Source: an optimization exercise on an open RTL-to-GDS flow (aim: small area). Production flows keep margins and buffers that such runs may drop. The RTL was checked by simulation tests, not by an equivalence proof against the original design. Power figures rest on the tool's default switching activity, not on a simulated workload.

==> run Z: inputs <==
==> flow/design.v (excerpt) <==
module IlluminatiTop(clk, rst, UserIDIn, PwdIn, Game_Load, PlayerTensIn, PlayerUnitsIn, Player_Load_in, RNG_Load_in, Level_Select,
 HEX0, HEX1, HEX2, HEX3, HEX4, HEX5, HEX6, HEX7, RUsrLED, GUsrLED, RPwdLED, GPwdLED, SuccLev2LEDR,
 SuccLev2LEDG, SuccLev3LEDR, SuccLev3LEDG, Level3_Count);
Settings: LEC_CHECK=0, ABC_AREA=1, CAP_MARGIN=20, CORE_MARGIN=2, CORE_UTILIZATION=40, SLEW_MARGIN=20; clock period 8.0 ns.
standard.sh (not shown) runs the stock make flow with config.mk's settings and CLKGATE_MAP_FILE= SYNTH_SCRIPT=/design/flow/synth_recipe.tcl, a recipe that flattens the netlist after the stock synthesis.
==> flow/flow/run.sh <==
#!/bin/bash
# Own layout flow: the standard synthesis, then the combinational logic between
# the registers is mapped again by ABC for area (registers, their names and
# cell types are kept as the standard synthesis made them), then the standard
# ORFS layout with small port buffers and a lean clock tree.
set -euo pipefail
WORK=$(pwd)
FLOWDIR=$WORK/flow
RES=$WORK/orfs/results/$FLOW_PLATFORM/IlluminatiTop/base
LIB=$FLOW_HOME/platforms/$FLOW_PLATFORM/lib/sky130_fd_sc_hd__tt_025C_1v80.lib
YOSYS=$FLOW_HOME/../tools/install/yosys/bin/yosys
[ -x "$YOSYS" ] || YOSYS=yosys

# 1. standard synthesis
bash standard.sh synth > $WORK/flow_synth.log 2>&1

# 2. remap the combinational logic
cp $RES/1_2_yosys.v $WORK/std_synth.v
DU=$(sed -n '/^export DONT_USE_CELLS/,/^$/p' $FLOW_HOME/platforms/$FLOW_PLATFORM/config.mk | grep -oE 'sky130_fd_sc_hd__[A-Za-z0-9_]+' | sed 's/^/-dont_use /' | tr '\n' ' ')
FFS=$(grep -oE 'sky130_fd_sc_hd__(e?s?df|dl)[A-Za-z0-9_]+' $WORK/std_synth.v | sort -u | tr '\n' ' ')
cat > $WORK/remap.ys <<EOT
read_liberty -ignore_miss_func $LIB
$( [ -n "$FFS" ] && echo "blackbox $FFS" )
read_verilog $WORK/std_synth.v
hierarchy -top $FLOW_TOP
flatten
opt -purge
abc -liberty $LIB $DU -script $FLOWDIR/remap.abc
opt_clean -purge
hilomap -singleton -hicell sky130_fd_sc_hd__conb_1 HI -locell sky130_fd_sc_hd__conb_1 LO
insbuf -buf sky130_fd_sc_hd__buf_4 A X
splitnets
opt_clean -purge
stat -liberty $LIB
write_verilog -noattr -nohex -nodec $WORK/remap.v
EOT
$YOSYS -l $WORK/flow_remap.log -s $WORK/remap.ys > /dev/null 2>&1
cp $WORK/remap.v $RES/1_2_yosys.v
rm -f $RES/1_synth.odb $RES/1_synth.sdc

# 3. layout
bash standard.sh \
  "BUFFER_PORTS_ARGS=-buffer_cell sky130_fd_sc_hd__buf_1" \
  "CTS_ARGS=-sink_clustering_enable -repair_clock_nets -sink_clustering_size 16 -sink_clustering_max_diameter 60 -buf_list sky130_fd_sc_hd__clkbuf_8 -dont_use_dummy_load" \
  finish > $WORK/flow_layout.log 2>&1
==> flow/flow/remap.abc <==
strash; &get -n; &deepsyn -T 60; &put; strash; &get -n; &dch -f; &nf -R 1000; &put
==> inputs of run K, as changes to run Z <==
--- a/flow/design.v
+++ b/flow/design.v
@@ -190,21 +190,17 @@
 	  end else begin
 	    ac_ph <= 0;
 	  end
 	end
 	assign GUsrLED = GUsr;
 	assign RUsrLED = ~GUsr;
 	assign GPwdLED = GPwd;
 	assign RPwdLED = ~GPwd;
-	parameter WAIT_FOR_ACCESS_GRANT = 0, CHOOSE_LEVEL = 1, LEVEL1 = 2, LEVEL2_TIMER_CONFIG = 3,
-	LEVEL2_LOAD_TIMER = 4, LEVEL2_GAME_START = 5, LEVEL2_GAME_GOING_ON = 6, LEVEL2_OVER = 7,
-	LEVEL3_TIMER_CONFIG = 8, LEVEL3_LOAD_TIMER = 9, LEVEL3_GAME_START = 10, LEVEL3_GAME_GOING_ON = 11,
-	LEVEL3_COUNT = 12, LEVEL3_WAIT = 13, GAME_OVER = 14, CHECK_LEVEL_TRANSITION = 15, PAUSE = 16, RESUME = 17,
-	LOGOUT = 18, WAIT_FOR_PASSWORD_ENTER = 19, HIGH_SCORE = 20, GAME_INTERRUPT = 21;
+	parameter WAIT_FOR_ACCESS_GRANT = 0, CHOOSE_LEVEL = 1, LEVEL1 = 2, LEVEL2_TIMER_CONFIG = 3, LEVEL2_LOAD_TIMER = 4, LEVEL2_GAME_START = 5, LEVEL2_GAME_GOING_ON = 10, LEVEL2_OVER = 7, LEVEL3_TIMER_CONFIG = 8, LEVEL3_LOAD_TIMER = 9, LEVEL3_GAME_START = 6, LEVEL3_GAME_GOING_ON = 11, LEVEL3_COUNT = 13, LEVEL3_WAIT = 12, GAME_OVER = 14, CHECK_LEVEL_TRANSITION = 15, PAUSE = 16, RESUME = 17, LOGOUT = 18, WAIT_FOR_PASSWORD_ENTER = 19, HIGH_SCORE = 20, GAME_INTERRUPT = 21;
 	reg [4:0] state;
 	reg RNG_Load_Final, RNG2_Load_Final, Player_Load_Final, Timer_Load, Timer_Enable, WatchDog_Enable;
 	reg Clear_Score_Level2, Clear_Score_Level3, L3Count;
 	reg [3:0] Digit_FirstRound;
 	reg [2:0] Game_Level;
 	reg [2:0] Winner_Index;
 	reg [4:0] unl2, unl3, done3;            
 	reg [7:0] sc2 [0:4];                    
==> flow/flow/run.sh (replaced) <==
#!/bin/bash
# Own layout flow: the standard synthesis, then the combinational logic between
# the registers is mapped again by ABC for area (registers, their names and
# cell types are kept as the standard synthesis made them; a few ABC runs with
# different seeds, the smallest result is kept), then the standard ORFS layout
# with small port buffers and a lean clock tree.
set -euo pipefail
WORK=$(pwd)
FLOWDIR=$WORK/flow
RES=$WORK/orfs/results/$FLOW_PLATFORM/IlluminatiTop/base
LIB=$FLOW_HOME/platforms/$FLOW_PLATFORM/lib/sky130_fd_sc_hd__tt_025C_1v80.lib
YOSYS=$FLOW_HOME/../tools/install/yosys/bin/yosys
[ -x "$YOSYS" ] || YOSYS=yosys

# 1. standard synthesis
bash standard.sh synth > $WORK/flow_synth.log 2>&1

# 2. remap the combinational logic
cp $RES/1_2_yosys.v $WORK/std_synth.v
DU=$(sed -n '/^export DONT_USE_CELLS/,/^$/p' $FLOW_HOME/platforms/$FLOW_PLATFORM/config.mk | grep -oE 'sky130_fd_sc_hd__[A-Za-z0-9_]+' | sed 's/^/-dont_use /' | tr '\n' ' ')
FFS=$(grep -oE 'sky130_fd_sc_hd__(e?s?df|dl)[A-Za-z0-9_]+' $WORK/std_synth.v | sort -u | tr '\n' ' ')
BB=""
[ -n "$FFS" ] && BB="blackbox $FFS"
for v in 0 3 5 nf; do
cat > $WORK/remap_$v.ys <<EOT
read_liberty -ignore_miss_func $LIB
$BB
read_verilog $WORK/std_synth.v
hierarchy -top $FLOW_TOP
flatten
opt -purge
abc -liberty $LIB $DU -script $FLOWDIR/remap$v.abc
opt_clean -purge
hilomap -singleton -hicell sky130_fd_sc_hd__conb_1 HI -locell sky130_fd_sc_hd__conb_1 LO
insbuf -buf sky130_fd_sc_hd__buf_4 A X
splitnets
opt_clean -purge
stat -liberty $LIB
write_verilog -noattr -nohex -nodec $WORK/remap_$v.v
EOT
( $YOSYS -l $WORK/flow_remap_$v.log -s $WORK/remap_$v.ys > /dev/null 2>&1 || true ) &
done
wait
best=""; besta=""
for v in 0 3 5 nf; do
  a=$(grep -oE "Chip area for module '[^']*': [0-9.]+" $WORK/flow_remap_$v.log 2>/dev/null | grep -oE '[0-9.]+$' || true)
  [ -n "$a" ] && [ -s $WORK/remap_$v.v ] || continue
  echo "remap $v: $a" >> $WORK/flow_remap_choice.log
  if [ -z "$best" ] || awk "BEGIN{exit !($a < $besta)}"; then best=$v; besta=$a; fi
done
echo "chosen: $best ($besta)" >> $WORK/flow_remap_choice.log
if [ -n "$best" ]; then
  cp $WORK/remap_$best.v $RES/1_2_yosys.v
  rm -f $RES/1_synth.odb $RES/1_synth.sdc
fi

# 3. layout
bash standard.sh \
  "BUFFER_PORTS_ARGS=-buffer_cell sky130_fd_sc_hd__buf_1" \
  "CTS_ARGS=-sink_clustering_enable -repair_clock_nets -sink_clustering_size 16 -sink_clustering_max_diameter 60 -buf_list sky130_fd_sc_hd__clkbuf_8 -dont_use_dummy_load" \
  finish > $WORK/flow_layout.log 2>&1
==> flow/flow/remap0.abc (new file) <==
strash; &get -n; &deepsyn -T 60 -S 0; &put; strash; dch -f; amap
==> flow/flow/remap3.abc (new file) <==
strash; &get -n; &deepsyn -T 60 -S 3; &put; strash; dch -f; amap
==> flow/flow/remap5.abc (new file) <==
strash; &get -n; &deepsyn -T 60 -S 5; &put; strash; dch -f; amap
==> flow/flow/remapnf.abc (new file) <==
strash; &get -n; &deepsyn -T 60; &put; strash; &get -n; &dch -f; &nf -R 1000; &put
removed: flow/flow/remap.abc
==> inputs of run C, as changes to run Z <==
--- a/flow/design.v
+++ b/flow/design.v
@@ -190,30 +190,24 @@
 	  end else begin
 	    ac_ph <= 0;
 	  end
 	end
 	assign GUsrLED = GUsr;
 	assign RUsrLED = ~GUsr;
 	assign GPwdLED = GPwd;
 	assign RPwdLED = ~GPwd;
-	parameter WAIT_FOR_ACCESS_GRANT = 0, CHOOSE_LEVEL = 1, LEVEL1 = 2, LEVEL2_TIMER_CONFIG = 3,
-	LEVEL2_LOAD_TIMER = 4, LEVEL2_GAME_START = 5, LEVEL2_GAME_GOING_ON = 6, LEVEL2_OVER = 7,
-	LEVEL3_TIMER_CONFIG = 8, LEVEL3_LOAD_TIMER = 9, LEVEL3_GAME_START = 10, LEVEL3_GAME_GOING_ON = 11,
-	LEVEL3_COUNT = 12, LEVEL3_WAIT = 13, GAME_OVER = 14, CHECK_LEVEL_TRANSITION = 15, PAUSE = 16, RESUME = 17,
-	LOGOUT = 18, WAIT_FOR_PASSWORD_ENTER = 19, HIGH_SCORE = 20, GAME_INTERRUPT = 21;
+	parameter WAIT_FOR_ACCESS_GRANT = 0, CHOOSE_LEVEL = 1, LEVEL1 = 2, LEVEL2_TIMER_CONFIG = 3, LEVEL2_LOAD_TIMER = 4, LEVEL2_GAME_START = 5, LEVEL2_GAME_GOING_ON = 10, LEVEL2_OVER = 7, LEVEL3_TIMER_CONFIG = 8, LEVEL3_LOAD_TIMER = 9, LEVEL3_GAME_START = 6, LEVEL3_GAME_GOING_ON = 11, LEVEL3_COUNT = 13, LEVEL3_WAIT = 12, GAME_OVER = 14, CHECK_LEVEL_TRANSITION = 15, PAUSE = 16, RESUME = 17, LOGOUT = 18, WAIT_FOR_PASSWORD_ENTER = 19, HIGH_SCORE = 20, GAME_INTERRUPT = 21;
 	reg [4:0] state;
 	reg RNG_Load_Final, RNG2_Load_Final, Player_Load_Final, Timer_Load, Timer_Enable, WatchDog_Enable;
 	reg Clear_Score_Level2, Clear_Score_Level3, L3Count;
 	reg [3:0] Digit_FirstRound;
 	reg [2:0] Game_Level;
 	reg [2:0] Winner_Index;
 	reg [4:0] unl2, unl3, done3;            
-	reg [7:0] sc2 [0:4];                    
-	reg [7:0] sc3 [0:4];                    
 	wire WatchDog_TimeOut, Timer_TimeOut;
 	wire [3:0] ScoreTens_Level2, ScoreUnits_Level2, ScoreTens_Level3, ScoreUnits_Level3;
 	assign LogOut = (state == WAIT_FOR_PASSWORD_ENTER);
 	assign Level3_Count = L3Count;
 	wire ID_Valid = ~uk[2] | (~uk[1] & ~uk[0]);
 	wire cur_unl2 = ID_Valid & unl2[uk];
 	wire cur_unl3 = ID_Valid & unl3[uk];
 	wire cur_done3 = ID_Valid & done3[uk];
@@ -223,16 +217,31 @@
 	wire [4:0] st_lo;
 	wire st_lo_c;
 	wire [7:0] st_val;
 	wire st_c;
 	rc_add #(4) st_add1({st_tens[2:0], 1'b0}, st_units, 1'b0, st_lo[3:0], st_lo_c);
 	assign st_lo[4] = st_tens[3] ^ st_lo_c;
 	rc_add #(5) st_add2({1'b0, st_tens}, {2'b00, st_tens[3] & st_lo_c, st_lo[4:3]}, 1'b0, st_val[7:3], st_c);
 	assign st_val[2:0] = st_lo[2:0];
+	wire [7:0] st_d = st_val & {8{rst}};
+	wire wr2 = (state == LEVEL2_OVER) & ID_Valid;
+	wire wr3 = (state == GAME_OVER) & ID_Valid;
+	wire [7:0] sc2 [0:4];
+	wire [7:0] sc3 [0:4];
+	genvar gi;
+	generate for (gi = 0; gi < 5; gi = gi + 1) begin : score_table
+	  reg [7:0] s2, s3;
+	  always @(posedge clk) begin
+	    if (~rst | (wr2 & (uk == gi))) s2 <= st_d;
+	    if (~rst | (wr3 & (uk == gi))) s3 <= st_d;
+	  end
+	  assign sc2[gi] = s2;
+	  assign sc3[gi] = s3;
+	end endgenerate
 	reg [2:0] hs_p;                        
 	reg [7:0] hs_best;
 	reg [2:0] hs_bi;
 	reg hs_tie;
 	reg [7:0] hs_s2, hs_s3;
 	always @(*) begin
 	  case (hs_p)
 	    3'd0: begin hs_s2 = sc2[0]; hs_s3 = sc3[0]; end
@@ -277,17 +286,16 @@
 	    Digit_FirstRound <= 0;
 	    Game_Level <= 0;
 	    Clear_Score_Level2 <= 0;
 	    Clear_Score_Level3 <= 0;
 	    state <= WAIT_FOR_ACCESS_GRANT;
 	    Winner_Index <= 0;
 	    L3Count <= 0;
 	    unl2 <= 0; unl3 <= 0; done3 <= 0;
-	    for (i = 0; i < 5; i = i + 1) begin sc2[i] <= 0; sc3[i] <= 0; end
 	  end else begin
 	    case (state)
 	      WAIT_FOR_ACCESS_GRANT: begin
 	        if (GPwd) state <= CHOOSE_LEVEL;
 	      end
 	      CHOOSE_LEVEL: begin
 	        Game_Level <= 0;
 	        Clear_Score_Level3 <= 1;
@@ -357,17 +365,16 @@
 	        Game_Level <= 2;
 	        Timer_Load <= 0;
 	        Timer_Enable <= 0;
 	        RNG_Load_Final <= 1;
 	        RNG2_Load_Final <= 1;
 	        Player_Load_Final <= 0;
 	        if (ID_Valid) begin
 	          unl3[uk] <= 1;
-	          sc2[uk] <= st_val;
 	        end
 	        if (Game_Control) state <= LEVEL3_TIMER_CONFIG;
 	      end
 	      LEVEL3_TIMER_CONFIG: begin
 	        Game_Level <= 3;
 	        Clear_Score_Level2 <= 1;
 	        Timer_Enable <= 0;
 	        state <= LEVEL3_LOAD_TIMER;
@@ -422,17 +429,16 @@
 	      GAME_OVER: begin
 	        Game_Level <= 3;
 	        Timer_Load <= 0;
 	        Timer_Enable <= 0;
 	        RNG_Load_Final <= 1;
 	        Player_Load_Final <= 0;
 	        if (ID_Valid) begin
 	          done3[uk] <= 1;
-	          sc3[uk] <= st_val;
 	        end
 	        if (Game_Control) state <= CHOOSE_LEVEL;
 	      end
 	      LOGOUT: begin
 	        Timer_Enable <= 0;
 	        RNG_Load_Final <= 1;
 	        Player_Load_Final <= 0;
 	        Timer_Load <= 1;
@@ -449,27 +455,19 @@
 	        Clear_Score_Level3 <= 0;
 	        state <= WAIT_FOR_ACCESS_GRANT;
 	      end
 	      CHECK_LEVEL_TRANSITION: begin
 	        Timer_Enable <= 0;
 	        RNG_Load_Final <= 1;
 	        Player_Load_Final <= 0;
 	        WatchDog_Enable <= 0;
-	        case (Game_Level)
-	          1: state <= cur_unl2 ? LEVEL2_TIMER_CONFIG : LEVEL1;
-	          2: state <= cur_unl3 ? LEVEL3_TIMER_CONFIG : LEVEL2_GAME_GOING_ON;
-	          3: state <= cur_done3 ? LEVEL1 : LEVEL3_GAME_GOING_ON;
-	          default: begin
-	            if (!cur_unl2) state <= LEVEL1;
-	            else if (!cur_unl3) state <= LEVEL2_TIMER_CONFIG;
-	            else if (!cur_done3) state <= LEVEL3_TIMER_CONFIG;
-	            else state <= LEVEL1;
-	          end
-	        endcase
+	        if (!Game_Level[1]) state <= cur_unl2 ? LEVEL2_TIMER_CONFIG : LEVEL1;
+	        else if (!Game_Level[0]) state <= cur_unl3 ? LEVEL3_TIMER_CONFIG : LEVEL2_GAME_GOING_ON;
+	        else state <= cur_done3 ? LEVEL1 : LEVEL3_GAME_GOING_ON;
 	      end
 	      PAUSE: begin
 	        Timer_Enable <= 0;
 	        WatchDog_Enable <= 1;
 	        RNG2_Load_Final <= 1;
 	        RNG_Load_Final <= 1;
 	        Player_Load_Final <= 0;
 	        if (WatchDog_TimeOut) begin
@@ -482,21 +480,19 @@
 	      end
 	      RESUME: begin
 	        Timer_Enable <= 0;
 	        RNG_Load_Final <= 1;
 	        RNG2_Load_Final <= 1;
 	        Player_Load_Final <= 0;
 	        WatchDog_Enable <= 0;
 	        if (Game_Control) begin
-	          case (Game_Level)
-	            2: state <= LEVEL2_GAME_GOING_ON;
-	            3: state <= LEVEL3_GAME_GOING_ON;
-	            default: state <= LEVEL1;
-	          endcase
+	          if (!Game_Level[1]) state <= LEVEL1;
+	          else if (!Game_Level[0]) state <= LEVEL2_GAME_GOING_ON;
+	          else state <= LEVEL3_GAME_GOING_ON;
 	        end
 	      end
 	      HIGH_SCORE: begin
 	        Game_Level <= 4;
 	        if (Game_Level == 4) Winner_Index <= winner;
 	        if (Game_Control) state <= CHOOSE_LEVEL;
 	      end
 	      GAME_INTERRUPT: begin
@@ -516,55 +512,50 @@
 	      default: ;
 	    endcase
 	  end
 	end
 	reg [1:0] wd_ph;
 	reg wd_ms, wd_out;
 	reg [9:0] wd_cnt_r;
 	wire [9:0] wd_inc;
-	rc_inc #(10) wd_add(wd_cnt_r, 1'b1, wd_inc);
 	assign wd_cnt = wd_cnt_r;
 	assign WatchDog_TimeOut = wd_out;
 	always @(posedge clk) begin
 	  if (rst == 0) begin
-	    wd_ph <= 0; wd_ms <= 0; wd_cnt_r <= 0; wd_out <= 0;
-	  end else begin
-	    if (WatchDog_Enable) begin
-	      wd_ph <= {wd_ph[1] ^ wd_ph[0], ~wd_ph[0]};
-	      wd_ms <= (wd_ph == 2'd3);
-	      if (wd_ms) begin
-	        if (&{wd_cnt_r[9:5], wd_cnt_r[2:0]}) begin wd_out <= 1; wd_cnt_r <= 0; end
-	        else begin wd_cnt_r <= wd_inc; wd_out <= 0; end
-	      end else
-	        wd_out <= 0;
-	    end else begin
-	      wd_cnt_r <= ac_wait ? wd_inc : 10'd0;
-	      wd_out <= 0;
-	    end
+	    wd_ph <= 0; wd_ms <= 0;
+	  end else if (WatchDog_Enable) begin
+	    wd_ph <= {wd_ph[1] ^ wd_ph[0], ~wd_ph[0]};
+	    wd_ms <= (wd_ph == 2'd3);
 	  end
 	end
+	wire wd_term = &{wd_cnt_r[9:5], wd_cnt_r[2:0]};
+	wire wd_step = WatchDog_Enable ? wd_ms : ac_wait;
+	wire wd_clr = WatchDog_Enable ? (wd_ms & wd_term) : ~ac_wait;
+	rc_inc #(10) wd_add(wd_cnt_r, wd_step, wd_inc);
+	always @(posedge clk) begin
+	  wd_cnt_r <= wd_clr ? 10'd0 : wd_inc;
+	  wd_out <= WatchDog_Enable & wd_ms & wd_term;
+	end
 	reg [1:0] tm_ph;
 	reg tm_ms, tm_sec;
 	reg [9:0] tm_cnt;
 	wire [9:0] tm_inc;
-	rc_inc #(10) tm_add(tm_cnt, 1'b1, tm_inc);
+	rc_inc #(10) tm_add(tm_cnt, tm_ms, tm_inc);
+	wire tm_term = &{tm_cnt[9:5], tm_cnt[2:0]};
 	always @(posedge clk) begin
 	  if (rst == 0) begin
 	    tm_ph <= 0; tm_ms <= 0; tm_cnt <= 0; tm_sec <= 0;
 	  end else begin
 	    if (Timer_Enable) begin
 	      tm_ph <= {tm_ph[1] ^ tm_ph[0], ~tm_ph[0]};
 	      tm_ms <= (tm_ph == 2'd3);
 	    end
-	    if (tm_ms) begin
-	      if (&{tm_cnt[9:5], tm_cnt[2:0]}) begin tm_sec <= 1; tm_cnt <= 0; end
-	      else begin tm_cnt <= tm_inc; tm_sec <= 0; end
-	    end else
-	      tm_sec <= 0;
+	    tm_cnt <= (tm_ms & tm_term) ? 10'd0 : tm_inc;
+	    tm_sec <= tm_ms & tm_term;
 	  end
 	end
 	reg [3:0] du, dt;
 	wire [3:0] du_dec, dt_dec;
 	rc_dec #(4) du_sub(du, du_dec);
 	rc_dec #(4) dt_sub(dt, dt_dec);
 	reg du_br, du_to, dt_to;
 	assign Timer_TimeOut = du_to;
==> flow/flow/run.sh (replaced) <==
#!/bin/bash
# Own layout flow: the standard synthesis, then the combinational logic between
# the registers is mapped again by ABC for area (registers, their names and
# cell types are kept as the standard synthesis made them; a few ABC runs with
# different seeds, the smallest result is kept), then the standard ORFS layout
# with small port buffers and a lean clock tree.
set -euo pipefail
WORK=$(pwd)
FLOWDIR=$WORK/flow
RES=$WORK/orfs/results/$FLOW_PLATFORM/IlluminatiTop/base
LIB=$FLOW_HOME/platforms/$FLOW_PLATFORM/lib/sky130_fd_sc_hd__tt_025C_1v80.lib
YOSYS=$FLOW_HOME/../tools/install/yosys/bin/yosys
[ -x "$YOSYS" ] || YOSYS=yosys

# 1. standard synthesis
bash standard.sh synth > $WORK/flow_synth.log 2>&1

# 2. remap the combinational logic
cp $RES/1_2_yosys.v $WORK/std_synth.v
DU=$(sed -n '/^export DONT_USE_CELLS/,/^$/p' $FLOW_HOME/platforms/$FLOW_PLATFORM/config.mk | grep -oE 'sky130_fd_sc_hd__[A-Za-z0-9_]+' | sed 's/^/-dont_use /' | tr '\n' ' ')
FFS=$(grep -oE 'sky130_fd_sc_hd__(e?s?df|dl)[A-Za-z0-9_]+' $WORK/std_synth.v | sort -u | tr '\n' ' ')
BB=""
[ -n "$FFS" ] && BB="blackbox $FFS"
for v in 0 3 5 nf; do
cat > $WORK/remap_$v.ys <<EOT
read_liberty -ignore_miss_func $LIB
$BB
read_verilog $WORK/std_synth.v
hierarchy -top $FLOW_TOP
flatten
opt -purge
abc -liberty $LIB $DU -script $FLOWDIR/remap$v.abc
opt_clean -purge
hilomap -singleton -hicell sky130_fd_sc_hd__conb_1 HI -locell sky130_fd_sc_hd__conb_1 LO
insbuf -buf sky130_fd_sc_hd__buf_4 A X
splitnets
opt_clean -purge
stat -liberty $LIB
write_verilog -noattr -nohex -nodec $WORK/remap_$v.v
EOT
( $YOSYS -l $WORK/flow_remap_$v.log -s $WORK/remap_$v.ys > /dev/null 2>&1 || true ) &
done
wait
best=""; besta=""
for v in 0 3 5 nf; do
  a=$(grep -oE "Chip area for module '[^']*': [0-9.]+" $WORK/flow_remap_$v.log 2>/dev/null | grep -oE '[0-9.]+$' || true)
  [ -n "$a" ] && [ -s $WORK/remap_$v.v ] || continue
  echo "remap $v: $a" >> $WORK/flow_remap_choice.log
  if [ -z "$best" ] || awk "BEGIN{exit !($a < $besta)}"; then best=$v; besta=$a; fi
done
echo "chosen: $best ($besta)" >> $WORK/flow_remap_choice.log
if [ -n "$best" ]; then
  cp $WORK/remap_$best.v $RES/1_2_yosys.v
  rm -f $RES/1_synth.odb $RES/1_synth.sdc
fi

# 3. layout
bash standard.sh \
  "BUFFER_PORTS_ARGS=-buffer_cell sky130_fd_sc_hd__buf_1" \
  "CTS_ARGS=-sink_clustering_enable -repair_clock_nets -sink_clustering_size 16 -sink_clustering_max_diameter 60 -buf_list sky130_fd_sc_hd__clkbuf_8 -dont_use_dummy_load" \
  finish > $WORK/flow_layout.log 2>&1
==> flow/flow/remap0.abc (new file) <==
strash; &get -n; &deepsyn -T 60 -S 0; &put; strash; dch -f; amap
==> flow/flow/remap3.abc (new file) <==
strash; &get -n; &deepsyn -T 60 -S 3; &put; strash; dch -f; amap
==> flow/flow/remap5.abc (new file) <==
strash; &get -n; &deepsyn -T 60 -S 5; &put; strash; dch -f; amap
==> flow/flow/remapnf.abc (new file) <==
strash; &get -n; &deepsyn -T 60; &put; strash; &get -n; &dch -f; &nf -R 1000; &put
removed: flow/flow/remap.abc
==> qor summary <==
	run Z	run C	run K
Outcome	timing/DRC/antenna clean	timing/DRC/antenna clean	timing/DRC/antenna clean
Sequential logic power	1.50 mW	1.47 mW	1.35 mW
Period utilization	74.8%	83.3%	76.2%
Relative contribution of combinational cells to total power	27.6%	29.3%	12.7%
Post-CTS clock slew at the launch and capture registers of the worst setup and hold paths	0.10 ns	0.08 ns	0.09 ns
Width of the die	178 microns	175 microns	177 microns
Number of rows created at floorplan	63	62	63
Switching Power	1.07 mW	1.09 mW	0.594 mW
CLK BUF	24	24	22
Buffer and inverter count on the worst path	2	5	1
Fraction of final layout cells sized beyond drive strength 1	2.47%	2.88%	2.27%
Hold path cells	1	0	0
Total Routed Length	35200 microns	33200 microns	33800 microns
Chip height	178 microns	175 microns	177 microns
M1 wire length	15900 microns	15600 microns	15600 microns
Met3 track utilization from global routing	2.58%	2.33%	3.16%
Fmax achieved	167 MHz	150 MHz	164 MHz
Overall global routing resource usage	21.9%	21.4%	21.4%
Tightest slew margin relative to the limit	31.5%	25.8%	35.2%

[static timing again, ports no longer ideal]
In the flow no input, the clock included, has a driving cell. The finished layouts below were timed again as built, in two steps.
Step 1 (the two cells are an assumption about what drives the block):
set clk [get_ports {clk}]
set_driving_cell -lib_cell sky130_fd_sc_hd__clkbuf_16 $clk
set_driving_cell -lib_cell sky130_fd_sc_hd__buf_2 [delete_from_list [all_inputs] $clk]
Step 2 adds t to the input delays and takes it off the output delays; t is the mean of the earliest and latest rising clock arrival at the registers after step 1. Input paths then give back, and output paths get back, about the clock's delay inside the block.
Slacks: no drivers / after step 1 / after step 2; pairs: no drivers / after step 1.
run	t (ns)	setup slack, ns	worst hold slack (ns)	clock arrival spread, ns
run Z	0.578	2.012 / 1.966 / 2.210	0.383 / 0.383 / 0.383	0.062 / 0.061
run K	0.555	1.901 / 1.901 / 1.901	0.398 / 0.398 / 0.398	0.059 / 0.059
run C	0.581	1.338 / 1.290 / 1.871	0.358 / 0.358 / 0.358	0.077 / 0.076
After both steps setup and hold are still met in every run listed.
